From an optimization exercise on the open Yosys and OpenROAD flow, aimed at small area and a short achievable clock period; shortcuts taken in it are not production practice. Function was not checked in any run shown here: the RTL went through the layout flow alone. No activity file was given, so power comes from the tool's default toggle rates.

## flow/design.v (module list and top-level ports; edited modules follow where they fit)
// module ArithmaticUnit: 337 lines
// module pa_aoi22: 3 lines
// module pa_aoi222: 3 lines
// module pa_nand2: 3 lines
// module pa_xnor2: 3 lines
// module pa_xor2: 3 lines
// module pa_and2: 3 lines
// module pa_maj3: 3 lines
// module pa_nor2: 3 lines
// module pa_inv: 3 lines
// module pa_aoi21: 3 lines
// module pa_oai21: 3 lines
// module pa_fa: 4 lines
// module pa_ha: 4 lines
module ArithmaticUnit(
		input wire clock_i, isWb_i, enable_i,
		input wire [4:0] wbAddress_i,
		input wire [6:0] opCode_i,
		input wire [15:0] pOperand_i, sOperand_i,
		output reg wbEnable_o,
		output reg [4:0] wbAddress_o,
		output reg [15:0] wbData_o,
		output reg [1:0] statusWriteback_o  
    );
  // ...
==> flow/flow/run.sh <==
#!/bin/bash
# Standard ORFS layout, with smaller port buffers and free cell resizing.
set -euo pipefail
bash standard.sh MATCH_CELL_FOOTPRINT=0 ABC_LOAD_IN_FF=1 "BUFFER_PORTS_ARGS=-buffer_cell sky130_fd_sc_hd__buf_1" finish > make_finish.log 2>&1
==> flow/standard.sh <==
#!/bin/bash
# synth_recipe.tcl (not shown) runs the flow's synth.tcl, then flattens the netlist and writes it again
# the make line also repeats each setting of config.mk as NAME=value (left out here)
make -C /OpenROAD-flow-scripts/flow DESIGN_CONFIG=/design/flow/config.mk WORK_HOME=/design/flow/orfs CLKGATE_MAP_FILE= SYNTH_SCRIPT=/design/flow/synth_recipe.tcl "${@:-finish}"
==> flow/config.mk <==
export PLATFORM = sky130hd
export DESIGN_NAME = ArithmaticUnit
export DESIGN_NICKNAME = ArithmaticUnit
export VERILOG_FILES = /design/flow/design.v
export SDC_FILE = /design/flow/constraint.sdc
export NUM_CORES = 4
export LEC_CHECK = 0
export CAP_MARGIN = 20
export CORE_MARGIN = 2
export CORE_UTILIZATION = 50
export SETUP_SLACK_MARGIN = 2.5
export SLEW_MARGIN = 20
export SYNTH_HIERARCHICAL = 1
export SYNTH_MINIMUM_KEEP_SIZE = 0
==> flow/constraint.sdc <==
create_clock -name core_clock -period 8.0 [get_ports {clock_i}]
set_input_delay 1.6000 -clock core_clock [delete_from_list [all_inputs] [get_ports {clock_i}]]
set_output_delay 1.6000 -clock core_clock [all_outputs]
set_load 0.01 [all_outputs]
==> key figures, run 1 <==
Outcome
  • Status: finished clean

Critical path
  • Slowest-stage cell, CP: maj3_2
  • Crit-path most repeated cell: xor2_1

Clock tree
  • Max Root-Sink Buffers: 2

Cells and area
  • Seq_cells: 24
  • Clk tree area frac: approximately 1.4%
  • Top reg by flops: wbData_o
  • Final Instance Area: just over 5000 um2
  • Largest register FFs: 16

Placement
  • DP Cell Count: about 660
  • DP Area: about 4800 um2

Routing
  • DRC marker count from the first detailed-route iteration: roughly 320
  • DRC: 0
  • Final WL: roughly 11 mm
  • Pre-antenna DRT Iters: 6

Die
  • # IOs: just over 70

Synthesis
  • EDFF count, synth: 24
  • Yosys cell types: 27
  • Sequential area share after synthesis: between 15 and 20%

GRT
  • First-pass GRT wire length: 18.5 mm
  • Total gr overflow: 0
  • Met2 Usage GRT: roughly two fifths
  • Met3 usage: between 3 and 4%

Worst hold path
  • Hold_sp: wbAddress_i[2]
  • Hold depth: 1
  • Hold Path Class: in2reg

Timing
  • Tightest Pin Transition: 0.848 ns
  • Fmax: 188 MHz

Pwr
  • Internal Power: 0.619 mW
  • Seq power: just under 0.2 mW
  • Combinational power: roughly 0.84 mW
  • Leading power group: combinational cells
==> run 2, diff against run 1 <==
--- a/flow/design.v
+++ b/flow/design.v
@@ -9,18 +9,17 @@
 		output reg [4:0] wbAddress_o,
 		output reg [15:0] wbData_o,
 		output reg [1:0] statusWriteback_o  
     );
 	wire [15:0] P = pOperand_i;
 	wire [15:0] S = sOperand_i;
 	wire mul = opCode_i[1] & opCode_i[0];
 	wire sub = opCode_i[1] & ~opCode_i[0];
-	wire as;   
-	pa_xor2 u_as (.a(opCode_i[1]), .b(opCode_i[0]), .y(as));
+	wire as  = opCode_i[1] ^ opCode_i[0];
 	wire [7:0] one, two, neg;
 	assign one[0] = opCode_i[0] ? (~opCode_i[1] | P[0]) : opCode_i[1];
 	assign two[0] = opCode_i[1] & opCode_i[0] & P[1] & ~P[0];
 	assign neg[0] = opCode_i[1] & (~opCode_i[0] | P[1]);
 	genvar k;
 	generate for (k = 1; k < 8; k = k + 1) begin : enc
 		assign one[k] = mul & (P[2*k] ^ P[2*k-1]);
 		assign two[k] = mul & ((P[2*k+1] & ~P[2*k] & ~P[2*k-1]) | (~P[2*k+1] & P[2*k] & P[2*k-1]));
@@ -235,100 +234,127 @@
 	wire fs37_x, fs37, fc37; pa_xor2 u_fs37_x (.a(fs9), .b(fc23), .y(fs37_x)); pa_xor2 u_fs37 (.a(fs37_x), .b(fs24), .y(fs37)); pa_maj3 u_fc37 (.a(fs9), .b(fc23), .c(fs24), .y(fc37));
 	wire fs38_x, fs38, fc38; pa_xor2 u_fs38_x (.a(fc8), .b(fc24), .y(fs38_x)); pa_xor2 u_fs38 (.a(fs38_x), .b(fs25), .y(fs38)); pa_maj3 u_fc38 (.a(fc8), .b(fc24), .c(fs25), .y(fc38));
 	wire fs39_x, fs39, fc39; pa_xor2 u_fs39_x (.a(fs12), .b(fc25), .y(fs39_x)); pa_xor2 u_fs39 (.a(fs39_x), .b(fs26), .y(fs39)); pa_maj3 u_fc39 (.a(fs12), .b(fc25), .c(fs26), .y(fc39));
 	wire fs40_x, fs40, fc40; pa_xor2 u_fs40_x (.a(fc12), .b(fc26), .y(fs40_x)); pa_xor2 u_fs40 (.a(fs40_x), .b(fs27), .y(fs40)); pa_maj3 u_fc40 (.a(fc12), .b(fc26), .c(fs27), .y(fc40));
 	wire fs41_x, fs41, fc41; pa_xor2 u_fs41_x (.a(fs17), .b(fc27), .y(fs41_x)); pa_xor2 u_fs41 (.a(fs41_x), .b(fs28), .y(fs41)); pa_maj3 u_fc41 (.a(fs17), .b(fc27), .c(fs28), .y(fc41));
 	wire fs42_x, fs42, fc42; pa_xor2 u_fs42_x (.a(fs19), .b(fc28), .y(fs42_x)); pa_xor2 u_fs42 (.a(fs42_x), .b(fs29), .y(fs42)); pa_maj3 u_fc42 (.a(fs19), .b(fc28), .c(fs29), .y(fc42));
 	wire [15:0] ra = {fc41, fc40, fc39, fc38, fc37, fc36, fc35, fc34, fc33, fc32, fc31, hc14, fc30, hc13, hc12, hs12};
 	wire [15:0] rb = {fs42, fs41, fs40, fs39, fs38, fs37, fs36, fs35, fs34, fs33, fs32, fs31, hs14, fs30, hs13, pp0_0};
-	wire [15:0] g0, p0;
-	pa_xor2 u_p0_0 (.a(ra[0]), .b(rb[0]), .y(p0[0])); pa_and2 u_g0_0 (.a(ra[0]), .b(rb[0]), .y(g0[0]));
-	pa_xor2 u_p0_1 (.a(ra[1]), .b(rb[1]), .y(p0[1])); pa_and2 u_g0_1 (.a(ra[1]), .b(rb[1]), .y(g0[1]));
-	pa_xor2 u_p0_2 (.a(ra[2]), .b(rb[2]), .y(p0[2])); pa_and2 u_g0_2 (.a(ra[2]), .b(rb[2]), .y(g0[2]));
-	pa_xor2 u_p0_3 (.a(ra[3]), .b(rb[3]), .y(p0[3])); pa_and2 u_g0_3 (.a(ra[3]), .b(rb[3]), .y(g0[3]));
-	pa_xor2 u_p0_4 (.a(ra[4]), .b(rb[4]), .y(p0[4])); pa_and2 u_g0_4 (.a(ra[4]), .b(rb[4]), .y(g0[4]));
-	pa_xor2 u_p0_5 (.a(ra[5]), .b(rb[5]), .y(p0[5])); pa_and2 u_g0_5 (.a(ra[5]), .b(rb[5]), .y(g0[5]));
-	pa_xor2 u_p0_6 (.a(ra[6]), .b(rb[6]), .y(p0[6])); pa_and2 u_g0_6 (.a(ra[6]), .b(rb[6]), .y(g0[6]));
-	pa_xor2 u_p0_7 (.a(ra[7]), .b(rb[7]), .y(p0[7])); pa_and2 u_g0_7 (.a(ra[7]), .b(rb[7]), .y(g0[7]));
-	pa_xor2 u_p0_8 (.a(ra[8]), .b(rb[8]), .y(p0[8])); pa_and2 u_g0_8 (.a(ra[8]), .b(rb[8]), .y(g0[8]));
-	pa_xor2 u_p0_9 (.a(ra[9]), .b(rb[9]), .y(p0[9])); pa_and2 u_g0_9 (.a(ra[9]), .b(rb[9]), .y(g0[9]));
-	pa_xor2 u_p0_10 (.a(ra[10]), .b(rb[10]), .y(p0[10])); pa_and2 u_g0_10 (.a(ra[10]), .b(rb[10]), .y(g0[10]));
-	pa_xor2 u_p0_11 (.a(ra[11]), .b(rb[11]), .y(p0[11])); pa_and2 u_g0_11 (.a(ra[11]), .b(rb[11]), .y(g0[11]));
-	pa_xor2 u_p0_12 (.a(ra[12]), .b(rb[12]), .y(p0[12])); pa_and2 u_g0_12 (.a(ra[12]), .b(rb[12]), .y(g0[12]));
-	pa_xor2 u_p0_13 (.a(ra[13]), .b(rb[13]), .y(p0[13])); pa_and2 u_g0_13 (.a(ra[13]), .b(rb[13]), .y(g0[13]));
-	pa_xor2 u_p0_14 (.a(ra[14]), .b(rb[14]), .y(p0[14])); pa_and2 u_g0_14 (.a(ra[14]), .b(rb[14]), .y(g0[14]));
-	pa_xor2 u_p0_15 (.a(ra[15]), .b(rb[15]), .y(p0[15])); pa_and2 u_g0_15 (.a(ra[15]), .b(rb[15]), .y(g0[15]));
-	wire g1_1 = g0[1] | (p0[1] & g0[0]);
-	wire g1_3 = g0[3] | (p0[3] & g0[2]);
-	wire p1_3 = p0[3] & p0[2];
-	wire g1_5 = g0[5] | (p0[5] & g0[4]);
-	wire p1_5 = p0[5] & p0[4];
-	wire g1_7 = g0[7] | (p0[7] & g0[6]);
-	wire p1_7 = p0[7] & p0[6];
-	wire g1_9 = g0[9] | (p0[9] & g0[8]);
-	wire p1_9 = p0[9] & p0[8];
-	wire g1_11 = g0[11] | (p0[11] & g0[10]);
-	wire p1_11 = p0[11] & p0[10];
-	wire g1_13 = g0[13] | (p0[13] & g0[12]);
-	wire p1_13 = p0[13] & p0[12];
-	wire g1_15 = g0[15] | (p0[15] & g0[14]);
-	wire p1_15 = p0[15] & p0[14];
-	wire g2_2 = g0[2] | (p0[2] & g1_1);
-	wire g2_3 = g1_3 | (p1_3 & g1_1);
-	wire g2_6 = g0[6] | (p0[6] & g1_5);
-	wire p2_6 = p0[6] & p1_5;
-	wire g2_7 = g1_7 | (p1_7 & g1_5);
-	wire p2_7 = p1_7 & p1_5;
-	wire g2_10 = g0[10] | (p0[10] & g1_9);
-	wire p2_10 = p0[10] & p1_9;
-	wire g2_11 = g1_11 | (p1_11 & g1_9);
-	wire p2_11 = p1_11 & p1_9;
-	wire g2_14 = g0[14] | (p0[14] & g1_13);
-	wire p2_14 = p0[14] & p1_13;
-	wire g2_15 = g1_15 | (p1_15 & g1_13);
-	wire p2_15 = p1_15 & p1_13;
-	wire g3_4 = g0[4] | (p0[4] & g2_3);
-	wire g3_5 = g1_5 | (p1_5 & g2_3);
-	wire g3_6 = g2_6 | (p2_6 & g2_3);
-	wire g3_7 = g2_7 | (p2_7 & g2_3);
-	wire g3_12 = g0[12] | (p0[12] & g2_11);
-	wire p3_12 = p0[12] & p2_11;
-	wire g3_13 = g1_13 | (p1_13 & g2_11);
-	wire p3_13 = p1_13 & p2_11;
-	wire g3_14 = g2_14 | (p2_14 & g2_11);
-	wire p3_14 = p2_14 & p2_11;
-	wire g3_15 = g2_15 | (p2_15 & g2_11);
-	wire p3_15 = p2_15 & p2_11;
-	wire g4_8 = g0[8] | (p0[8] & g3_7);
-	wire g4_9 = g1_9 | (p1_9 & g3_7);
-	wire g4_10 = g2_10 | (p2_10 & g3_7);
-	wire g4_11 = g2_11 | (p2_11 & g3_7);
-	wire g4_12 = g3_12 | (p3_12 & g3_7);
-	wire g4_13 = g3_13 | (p3_13 & g3_7);
-	wire g4_14 = g3_14 | (p3_14 & g3_7);
-	wire g4_15 = g3_15 | (p3_15 & g3_7);
+	wire [15:0] p0;
+	pa_xor2 u_p0_0 (.a(ra[0]), .b(rb[0]), .y(p0[0]));
+	wire gn0_0, tn0_0; pa_nand2 u_gn0_0 (.a(ra[0]), .b(rb[0]), .y(gn0_0)); pa_nor2 u_tn0_0 (.a(ra[0]), .b(rb[0]), .y(tn0_0));
+	pa_xor2 u_p0_1 (.a(ra[1]), .b(rb[1]), .y(p0[1]));
+	wire gn0_1, tn0_1; pa_nand2 u_gn0_1 (.a(ra[1]), .b(rb[1]), .y(gn0_1)); pa_nor2 u_tn0_1 (.a(ra[1]), .b(rb[1]), .y(tn0_1));
+	pa_xor2 u_p0_2 (.a(ra[2]), .b(rb[2]), .y(p0[2]));
+	wire gn0_2, tn0_2; pa_nand2 u_gn0_2 (.a(ra[2]), .b(rb[2]), .y(gn0_2)); pa_nor2 u_tn0_2 (.a(ra[2]), .b(rb[2]), .y(tn0_2));
+	pa_xor2 u_p0_3 (.a(ra[3]), .b(rb[3]), .y(p0[3]));
+	wire gn0_3, tn0_3; pa_nand2 u_gn0_3 (.a(ra[3]), .b(rb[3]), .y(gn0_3)); pa_nor2 u_tn0_3 (.a(ra[3]), .b(rb[3]), .y(tn0_3));
+	pa_xor2 u_p0_4 (.a(ra[4]), .b(rb[4]), .y(p0[4]));
+	wire gn0_4, tn0_4; pa_nand2 u_gn0_4 (.a(ra[4]), .b(rb[4]), .y(gn0_4)); pa_nor2 u_tn0_4 (.a(ra[4]), .b(rb[4]), .y(tn0_4));
+	pa_xor2 u_p0_5 (.a(ra[5]), .b(rb[5]), .y(p0[5]));
+	wire gn0_5, tn0_5; pa_nand2 u_gn0_5 (.a(ra[5]), .b(rb[5]), .y(gn0_5)); pa_nor2 u_tn0_5 (.a(ra[5]), .b(rb[5]), .y(tn0_5));
+	pa_xor2 u_p0_6 (.a(ra[6]), .b(rb[6]), .y(p0[6]));
+	wire gn0_6, tn0_6; pa_nand2 u_gn0_6 (.a(ra[6]), .b(rb[6]), .y(gn0_6)); pa_nor2 u_tn0_6 (.a(ra[6]), .b(rb[6]), .y(tn0_6));
+	pa_xor2 u_p0_7 (.a(ra[7]), .b(rb[7]), .y(p0[7]));
+	wire gn0_7, tn0_7; pa_nand2 u_gn0_7 (.a(ra[7]), .b(rb[7]), .y(gn0_7)); pa_nor2 u_tn0_7 (.a(ra[7]), .b(rb[7]), .y(tn0_7));
+	pa_xor2 u_p0_8 (.a(ra[8]), .b(rb[8]), .y(p0[8]));
+	wire gn0_8, tn0_8; pa_nand2 u_gn0_8 (.a(ra[8]), .b(rb[8]), .y(gn0_8)); pa_nor2 u_tn0_8 (.a(ra[8]), .b(rb[8]), .y(tn0_8));
+	pa_xor2 u_p0_9 (.a(ra[9]), .b(rb[9]), .y(p0[9]));
+	wire gn0_9, tn0_9; pa_nand2 u_gn0_9 (.a(ra[9]), .b(rb[9]), .y(gn0_9)); pa_nor2 u_tn0_9 (.a(ra[9]), .b(rb[9]), .y(tn0_9));
+	pa_xor2 u_p0_10 (.a(ra[10]), .b(rb[10]), .y(p0[10]));
+	wire gn0_10, tn0_10; pa_nand2 u_gn0_10 (.a(ra[10]), .b(rb[10]), .y(gn0_10)); pa_nor2 u_tn0_10 (.a(ra[10]), .b(rb[10]), .y(tn0_10));
+	pa_xor2 u_p0_11 (.a(ra[11]), .b(rb[11]), .y(p0[11]));
+	wire gn0_11, tn0_11; pa_nand2 u_gn0_11 (.a(ra[11]), .b(rb[11]), .y(gn0_11)); pa_nor2 u_tn0_11 (.a(ra[11]), .b(rb[11]), .y(tn0_11));
+	pa_xor2 u_p0_12 (.a(ra[12]), .b(rb[12]), .y(p0[12]));
+	wire gn0_12, tn0_12; pa_nand2 u_gn0_12 (.a(ra[12]), .b(rb[12]), .y(gn0_12)); pa_nor2 u_tn0_12 (.a(ra[12]), .b(rb[12]), .y(tn0_12));
+	pa_xor2 u_p0_13 (.a(ra[13]), .b(rb[13]), .y(p0[13]));
+	wire gn0_13, tn0_13; pa_nand2 u_gn0_13 (.a(ra[13]), .b(rb[13]), .y(gn0_13)); pa_nor2 u_tn0_13 (.a(ra[13]), .b(rb[13]), .y(tn0_13));
+	pa_xor2 u_p0_14 (.a(ra[14]), .b(rb[14]), .y(p0[14]));
+	wire gn0_14, tn0_14; pa_nand2 u_gn0_14 (.a(ra[14]), .b(rb[14]), .y(gn0_14)); pa_nor2 u_tn0_14 (.a(ra[14]), .b(rb[14]), .y(tn0_14));
+	pa_xor2 u_p0_15 (.a(ra[15]), .b(rb[15]), .y(p0[15]));
+	wire gn0_15, tn0_15; pa_nand2 u_gn0_15 (.a(ra[15]), .b(rb[15]), .y(gn0_15)); pa_nor2 u_tn0_15 (.a(ra[15]), .b(rb[15]), .y(tn0_15));
+	wire g1_1; pa_oai21 u_g1_1 (.a1(tn0_1), .a2(gn0_0), .b1(gn0_1), .y(g1_1));
+	wire g1_3; pa_oai21 u_g1_3 (.a1(tn0_3), .a2(gn0_2), .b1(gn0_3), .y(g1_3));
+	wire t1_3; pa_nor2 u_t1_3 (.a(tn0_3), .b(tn0_2), .y(t1_3));
+	wire g1_5; pa_oai21 u_g1_5 (.a1(tn0_5), .a2(gn0_4), .b1(gn0_5), .y(g1_5));
+	wire t1_5; pa_nor2 u_t1_5 (.a(tn0_5), .b(tn0_4), .y(t1_5));
+	wire g1_7; pa_oai21 u_g1_7 (.a1(tn0_7), .a2(gn0_6), .b1(gn0_7), .y(g1_7));
+	wire t1_7; pa_nor2 u_t1_7 (.a(tn0_7), .b(tn0_6), .y(t1_7));
+	wire g1_9; pa_oai21 u_g1_9 (.a1(tn0_9), .a2(gn0_8), .b1(gn0_9), .y(g1_9));
+	wire t1_9; pa_nor2 u_t1_9 (.a(tn0_9), .b(tn0_8), .y(t1_9));
+	wire g1_11; pa_oai21 u_g1_11 (.a1(tn0_11), .a2(gn0_10), .b1(gn0_11), .y(g1_11));
+	wire t1_11; pa_nor2 u_t1_11 (.a(tn0_11), .b(tn0_10), .y(t1_11));
+	wire g1_13; pa_oai21 u_g1_13 (.a1(tn0_13), .a2(gn0_12), .b1(gn0_13), .y(g1_13));
+	wire t1_13; pa_nor2 u_t1_13 (.a(tn0_13), .b(tn0_12), .y(t1_13));
+	wire g1_15; pa_oai21 u_g1_15 (.a1(tn0_15), .a2(gn0_14), .b1(gn0_15), .y(g1_15));
+	wire t1_15; pa_nor2 u_t1_15 (.a(tn0_15), .b(tn0_14), .y(t1_15));
+	wire g1_1_i; pa_inv u_g1_1_i (.a(g1_1), .y(g1_1_i));
+	wire g2_2; pa_oai21 u_g2_2 (.a1(tn0_2), .a2(g1_1_i), .b1(gn0_2), .y(g2_2));
+	wire g2_3; pa_aoi21 u_g2_3 (.a1(t1_3), .a2(g1_1), .b1(g1_3), .y(g2_3));
+	wire g1_5_i; pa_inv u_g1_5_i (.a(g1_5), .y(g1_5_i));
+	wire g2_6; pa_oai21 u_g2_6 (.a1(tn0_6), .a2(g1_5_i), .b1(gn0_6), .y(g2_6));
+	wire t1_5_i; pa_inv u_t1_5_i (.a(t1_5), .y(t1_5_i));
+	wire t2_6; pa_nor2 u_t2_6 (.a(tn0_6), .b(t1_5_i), .y(t2_6));
+	wire g2_7; pa_aoi21 u_g2_7 (.a1(t1_7), .a2(g1_5), .b1(g1_7), .y(g2_7));
+	wire t2_7; pa_nand2 u_t2_7 (.a(t1_7), .b(t1_5), .y(t2_7));
+	wire g1_9_i; pa_inv u_g1_9_i (.a(g1_9), .y(g1_9_i));
+	wire g2_10; pa_oai21 u_g2_10 (.a1(tn0_10), .a2(g1_9_i), .b1(gn0_10), .y(g2_10));
+	wire t1_9_i; pa_inv u_t1_9_i (.a(t1_9), .y(t1_9_i));
+	wire t2_10; pa_nor2 u_t2_10 (.a(tn0_10), .b(t1_9_i), .y(t2_10));
+	wire g2_11; pa_aoi21 u_g2_11 (.a1(t1_11), .a2(g1_9), .b1(g1_11), .y(g2_11));
+	wire t2_11; pa_nand2 u_t2_11 (.a(t1_11), .b(t1_9), .y(t2_11));
+	wire g1_13_i; pa_inv u_g1_13_i (.a(g1_13), .y(g1_13_i));
+	wire g2_14; pa_oai21 u_g2_14 (.a1(tn0_14), .a2(g1_13_i), .b1(gn0_14), .y(g2_14));
+	wire t1_13_i; pa_inv u_t1_13_i (.a(t1_13), .y(t1_13_i));
+	wire t2_14; pa_nor2 u_t2_14 (.a(tn0_14), .b(t1_13_i), .y(t2_14));
+	wire g2_15; pa_aoi21 u_g2_15 (.a1(t1_15), .a2(g1_13), .b1(g1_15), .y(g2_15));
+	wire t2_15; pa_nand2 u_t2_15 (.a(t1_15), .b(t1_13), .y(t2_15));
+	wire g3_4; pa_oai21 u_g3_4 (.a1(tn0_4), .a2(g2_3), .b1(gn0_4), .y(g3_4));
+	wire g2_3_i; pa_inv u_g2_3_i (.a(g2_3), .y(g2_3_i));
+	wire g3_5; pa_aoi21 u_g3_5 (.a1(t1_5), .a2(g2_3_i), .b1(g1_5), .y(g3_5));
+	wire g3_6; pa_aoi21 u_g3_6 (.a1(t2_6), .a2(g2_3_i), .b1(g2_6), .y(g3_6));
+	wire g3_7; pa_oai21 u_g3_7 (.a1(t2_7), .a2(g2_3), .b1(g2_7), .y(g3_7));
+	wire g3_12; pa_oai21 u_g3_12 (.a1(tn0_12), .a2(g2_11), .b1(gn0_12), .y(g3_12));
+	wire t3_12; pa_nor2 u_t3_12 (.a(tn0_12), .b(t2_11), .y(t3_12));
+	wire g2_11_i; pa_inv u_g2_11_i (.a(g2_11), .y(g2_11_i));
+	wire g3_13; pa_aoi21 u_g3_13 (.a1(t1_13), .a2(g2_11_i), .b1(g1_13), .y(g3_13));
+	wire t2_11_i; pa_inv u_t2_11_i (.a(t2_11), .y(t2_11_i));
+	wire t3_13; pa_nand2 u_t3_13 (.a(t1_13), .b(t2_11_i), .y(t3_13));
+	wire g3_14; pa_aoi21 u_g3_14 (.a1(t2_14), .a2(g2_11_i), .b1(g2_14), .y(g3_14));
+	wire t3_14; pa_nand2 u_t3_14 (.a(t2_14), .b(t2_11_i), .y(t3_14));
+	wire g3_15; pa_oai21 u_g3_15 (.a1(t2_15), .a2(g2_11), .b1(g2_15), .y(g3_15));
+	wire t3_15; pa_nor2 u_t3_15 (.a(t2_15), .b(t2_11), .y(t3_15));
+	wire g3_7_i; pa_inv u_g3_7_i (.a(g3_7), .y(g3_7_i));
+	wire g4_8; pa_oai21 u_g4_8 (.a1(tn0_8), .a2(g3_7_i), .b1(gn0_8), .y(g4_8));
+	wire g4_9; pa_aoi21 u_g4_9 (.a1(t1_9), .a2(g3_7), .b1(g1_9), .y(g4_9));
+	wire g4_10; pa_aoi21 u_g4_10 (.a1(t2_10), .a2(g3_7), .b1(g2_10), .y(g4_10));
+	wire g4_11; pa_oai21 u_g4_11 (.a1(t2_11), .a2(g3_7_i), .b1(g2_11), .y(g4_11));
+	wire g4_12; pa_aoi21 u_g4_12 (.a1(t3_12), .a2(g3_7), .b1(g3_12), .y(g4_12));
+	wire g4_13; pa_oai21 u_g4_13 (.a1(t3_13), .a2(g3_7_i), .b1(g3_13), .y(g4_13));
+	wire g4_14; pa_oai21 u_g4_14 (.a1(t3_14), .a2(g3_7_i), .b1(g3_14), .y(g4_14));
+	wire g4_15; pa_aoi21 u_g4_15 (.a1(t3_15), .a2(g3_7), .b1(g3_15), .y(g4_15));
 	wire [16:0] sum;
 	assign sum[0] = p0[0];
-	pa_xor2 u_sum_1 (.a(p0[1]), .b(g0[0]), .y(sum[1]));
+	pa_xnor2 u_sum_1 (.a(p0[1]), .b(gn0_0), .y(sum[1]));
 	pa_xor2 u_sum_2 (.a(p0[2]), .b(g1_1), .y(sum[2]));
 	pa_xor2 u_sum_3 (.a(p0[3]), .b(g2_2), .y(sum[3]));
-	pa_xor2 u_sum_4 (.a(p0[4]), .b(g2_3), .y(sum[4]));
+	pa_xnor2 u_sum_4 (.a(p0[4]), .b(g2_3), .y(sum[4]));
 	pa_xor2 u_sum_5 (.a(p0[5]), .b(g3_4), .y(sum[5]));
-	pa_xor2 u_sum_6 (.a(p0[6]), .b(g3_5), .y(sum[6]));
-	pa_xor2 u_sum_7 (.a(p0[7]), .b(g3_6), .y(sum[7]));
+	pa_xnor2 u_sum_6 (.a(p0[6]), .b(g3_5), .y(sum[6]));
+	pa_xnor2 u_sum_7 (.a(p0[7]), .b(g3_6), .y(sum[7]));
 	pa_xor2 u_sum_8 (.a(p0[8]), .b(g3_7), .y(sum[8]));
 	pa_xor2 u_sum_9 (.a(p0[9]), .b(g4_8), .y(sum[9]));
-	pa_xor2 u_sum_10 (.a(p0[10]), .b(g4_9), .y(sum[10]));
-	pa_xor2 u_sum_11 (.a(p0[11]), .b(g4_10), .y(sum[11]));
+	pa_xnor2 u_sum_10 (.a(p0[10]), .b(g4_9), .y(sum[10]));
+	pa_xnor2 u_sum_11 (.a(p0[11]), .b(g4_10), .y(sum[11]));
 	pa_xor2 u_sum_12 (.a(p0[12]), .b(g4_11), .y(sum[12]));
-	pa_xor2 u_sum_13 (.a(p0[13]), .b(g4_12), .y(sum[13]));
+	pa_xnor2 u_sum_13 (.a(p0[13]), .b(g4_12), .y(sum[13]));
 	pa_xor2 u_sum_14 (.a(p0[14]), .b(g4_13), .y(sum[14]));
 	pa_xor2 u_sum_15 (.a(p0[15]), .b(g4_14), .y(sum[15]));
-	assign sum[16] = g4_15;
+	assign sum[16] = ~g4_15;
 	wire cout = sum[16] | hc5 | fc4 | fc5 | fc18 | fc19 | fc29 | fc42;
 	wire arith = ~|opCode_i[6:2];
 	always @(posedge clock_i)
 	begin
 		if (enable_i)
 		begin
 			wbEnable_o <= isWb_i & |opCode_i;
 			wbAddress_o <= wbAddress_i;
==> flow/config.mk (replaced) <==
export PLATFORM = sky130hd
export DESIGN_NAME = ArithmaticUnit
export DESIGN_NICKNAME = ArithmaticUnit
export VERILOG_FILES = /design/flow/design.v
export SDC_FILE = /design/flow/constraint.sdc
export NUM_CORES = 4
export LEC_CHECK = 0
export CAP_MARGIN = 20
export CORE_MARGIN = 2
export CORE_UTILIZATION = 60
export SETUP_SLACK_MARGIN = 2.5
export SLEW_MARGIN = 20
export SYNTH_HIERARCHICAL = 1
export SYNTH_MINIMUM_KEEP_SIZE = 0
==> key figures, run 2 <==
GRT
  • Gr usage total: between 20% and 30%
  • Number of antenna violations at the first check in global routing: 0
  • Largest net degree at the start of global routing: 23
  • Vias in the first global route: roughly 4,000
  • Total gr overflow: 0 (unchanged)
  • First-pass GRT wire length: 18.8 mm (+1.5%)

Placement
  • GPL Wtd Cong: ~0.92
  • Port Buffer Count: 70
  • Dpl hpwl: 8.83 mm
  • DP Area: 4900 um2 (+3.0%)

Synthesis
  • Top cell type by total area after synthesis: xor2_1
  • Syn_nets: roughly 560
  • Cells after Synth: around 510
  • Synthesized cell area: 4470 um2
  • Syn avg cell area: ~8.7 um2
  • Synth top area cells: xor2_1, edfxtp_1, xnor2_1
  • Synth cell count leaders: xor2_1, xnor2_1, a22oi_1
  • Synth Flop Type: edfxtp_1
  • Yosys cell types: 27 (unchanged)
  • Async set-reset flop share out of synthesis: 0%
  • Sequential area share after synthesis: 16.1% (-0.52 points)
  • Top-count cell post-synth: xor2_1
  • Synth top area share: 25.9%
  • Synthesis Warnings: 7
  • EDFF count, synth: 24 (unchanged)
  • Number of synthesized register bits: 24

Cells and area
  • Leading cell type in the layout, fill and taps excluded: xor2_1
  • Core Util, Final: a little over 70%
  • Area grow syn2layout: 16.2%
  • NumNets Final: approximately 650
  • Ant. Diodes: 0
  • Largest registers: wbData_o: 16 flops, wbAddress_o: 5 flops, statusWriteback_o: 2 flops
  • FF+latch area: 721 um2
  • Multi-input gate area: 3830 um2
  • Top reg by flops: wbData_o
  • Most frequent cells in the layout: xor2_1, xnor2_1, buf_1, a22oi_1, maj3_2
  • Final Instance Area: 5200 um2 (+0.31%)
  • Layout cell share with drive strength beyond 1: between 10% and 20%
  • FILL cells: just under 600
  • Largest register FFs: 16 (unchanged)

Timing
  • Final max-slew violation count: 0
  • Final hold violation count: 0
  • Final setup vio count: 0
  • Period utilisation layout: around two thirds
  • Total Negative Setup Slacks: 0 ns
  • Fmax: 189 MHz (+0.63%)
  • RSZ-0062 raised after global routing: true
  • Final hold slack: between 1 and 1.5 ns
  • Slew HR: between 40% and 50%
  • Final Critical Period: between 5 and 6 ns
  • Tightest Pin Transition: 0.810 ns (-0.0377 ns)

Routing
  • Wire length on met2: roughly 5.5 mm
  • Routed Antenna Nets: 0
  • Final WL: 11.5 mm (+0.17%)
  • Top routing layer in use: met4
  • DRC marker count from the first detailed-route iteration: 303 (-6.5%)
  • DRC: 0 (unchanged)
  • Met3 routed wirelength: 794 um
  • Vias per cell: 5.92
  • Vias: 4,148
  • Average routed wire per standard cell: 16.4 um
  • Wl on met1: 5.06 mm
  • Pre-antenna DRT Iters: 6 (unchanged)

Die
  • Die H: roughly 90 um
  • Die X-Extent: around 90 um
  • Row count: 31
  • Die footprint: 8160 um2
  • CORE AREA: slightly above 7000 um2
  • # IOs: 71 (unchanged)
  • Initial Utilization: about three fifths

Critical path
  • Worst Path Required: around 8 ns
  • Critical Path AT: 5.29 ns
  • CP startpoint kind: input port
  • Worst Setup EP: statusWriteback_o[1]
  • Crit Path Class: in2reg
  • Nature of the critical path endpoint: flip-flop
  • Worst setup startpoint: opCode_i[0]
  • Max Fanout on Critical Path: 22

Clock tree
  • Max Root-Sink Buffers: 2 (unchanged)
  • CTS tree: built
  • Root buf cell: clkbuf_8
  • Hold Buf Count CTS: 0
  • Max H-tree Level: 1
  • Reg clk slew, reported paths: about 0.1 ns
  • Num Clock Sinks: 24
  • CTS buffer count: 3

Pwr
  • Pwr dens: between 200 and 300 nW/um2
  • Leakage: approximately 2.0 nW
  • Power Total: 1.32 mW
  • Max IR drop VDD: 0.000165 V

Outcome
  • Status: finished clean

Worst hold path
  • Hold_sp: wbAddress_i[4]
  • Hold Path Class: in2reg
  • Hold depth: 1 (unchanged)

Run
  • Maximum capacitance violations: 0
-- run 2: per-module statistics from Yosys, one instance, submodules excluded --
module,times used,cells
ArithmaticUnit,1,89
pa_aoi21,12,1
pa_xor2,125,1
pa_aoi222,13,1
pa_xnor2,79,1
pa_maj3,43,1
pa_and2,15,1
pa_nor2,27,1
pa_nand2,28,1
pa_aoi22,52,1
pa_oai21,20,1
pa_inv,11,1
-- run 2: kinds of logic after synthesis --
kind of cell    after synthesis  synth area share, %
flops                        24                 16.1
compound gates              108                 16.9
xor+xnor                    211                 41.3
simple gates                110                 12.9
fa+ha+maj                    45                 11.4
buf+inv                      16                 1.34
-- run 2: report_power, final --
part	switching (mW)	internal [mW]
combinational	0.585	0.432
sequential	0.00121	0.194
clock	0.0428	0.0670
total	0.629	0.693
-- run 2: critical path, cell delays in order --
cell	delay [ns]
buf_1	0.18
ha_4	0.28
and2_0	0.27
a22oi_1	0.14
xnor2_1	0.31
xor2_1	0.22
xor2_1	0.29
xor2_1	0.17
buf_4	0.16
maj3_2	0.33
xor2_2	0.19
xor2_2	0.18
nor2_1	0.15
nor2_1	0.07
a21oi_1	0.16
o21ai_1	0.08
a21oi_1	0.13
nor4b_4	0.26
a21oi_1	0.10
-- run 2: metrics by stage --
stage          instances  worst slack [ns]
4_1_cts              691              2.52
2_1_floorplan        514              2.54
5_1_grt              701              2.41
3_3_place_gp         687              1.58
6_report             701              2.71
3_5_place_dp         687              1.47
-- run 2: cell type report --
class	count	area share, %
multi-input cells	474	73.8
clock inverters	1	0.578
clock buffers	3	0.795
well taps	99	2.38
flip-flops and latches	24	13.9
repair buffers	86	7.58
inverters	14	1.01
-- run 2: what timing repair did --
item / CTS / global route
endpoints found under the setup margin: 9 / 7
pin swaps: 0 / 11
gates cloned: 0 / 1
endpoints found under the hold margin: 0 / 0
gates resized for setup: 17 / 31
setup buffers: 0 / 9
-- run 2: worst min path at each step --
stage	end	slack (ns)
floorplan	wbAddress_o[0]	1.70
global placement	wbAddress_o[1]	1.77
detailed placement	wbAddress_o[4]	1.77
CTS	wbAddress_o[4]	1.47
global route	wbAddress_o[1]	1.48
finish	wbAddress_o[4]	1.48
-- run 2: metal layers --
layer,vias to the layer above,global-route usage (%)
met3,15,2.59
met1,1924,36.6
met5,-,0
li1,2012,-
met2,197,49.1
met4,0,6.79

## re-timing with driven ports
In the flow no input, the clock included, has a driving cell. The finished layouts below were timed again as built, in two steps.
Step 1 sets driving cells, clkbuf_16 on the clock port and buf_2 on the other inputs (assumed; they add their load-dependent delay and slew).
Step 2, shift: input delay + t, output delay - t, t = (earliest + latest rising clock arrival at the registers) / 2. This alone moves slack from input paths to output paths.
Three values: ideal ports, drivers, drivers and shift; two values: the first two.
| run | t, ns | setup slack, ns | worst hold slack (ns) | worst setup path at the end | cell pins on the clock port's net |
|---|---|---|---|---|---|
| run 1 | 0.312 | 2.673 / 2.680 / 2.367 | 1.466 / 1.462 / 1.774 | input to register | 1 |
| run 2 | 0.298 | 2.707 / 2.715 / 2.417 | 1.485 / 1.482 / 1.781 | input to register | 1 |
After both steps setup and hold are still met in every run listed. The setup slack of run 1, which loses most, moves by +0.007 ns with the drivers and by -0.306 ns with both steps.
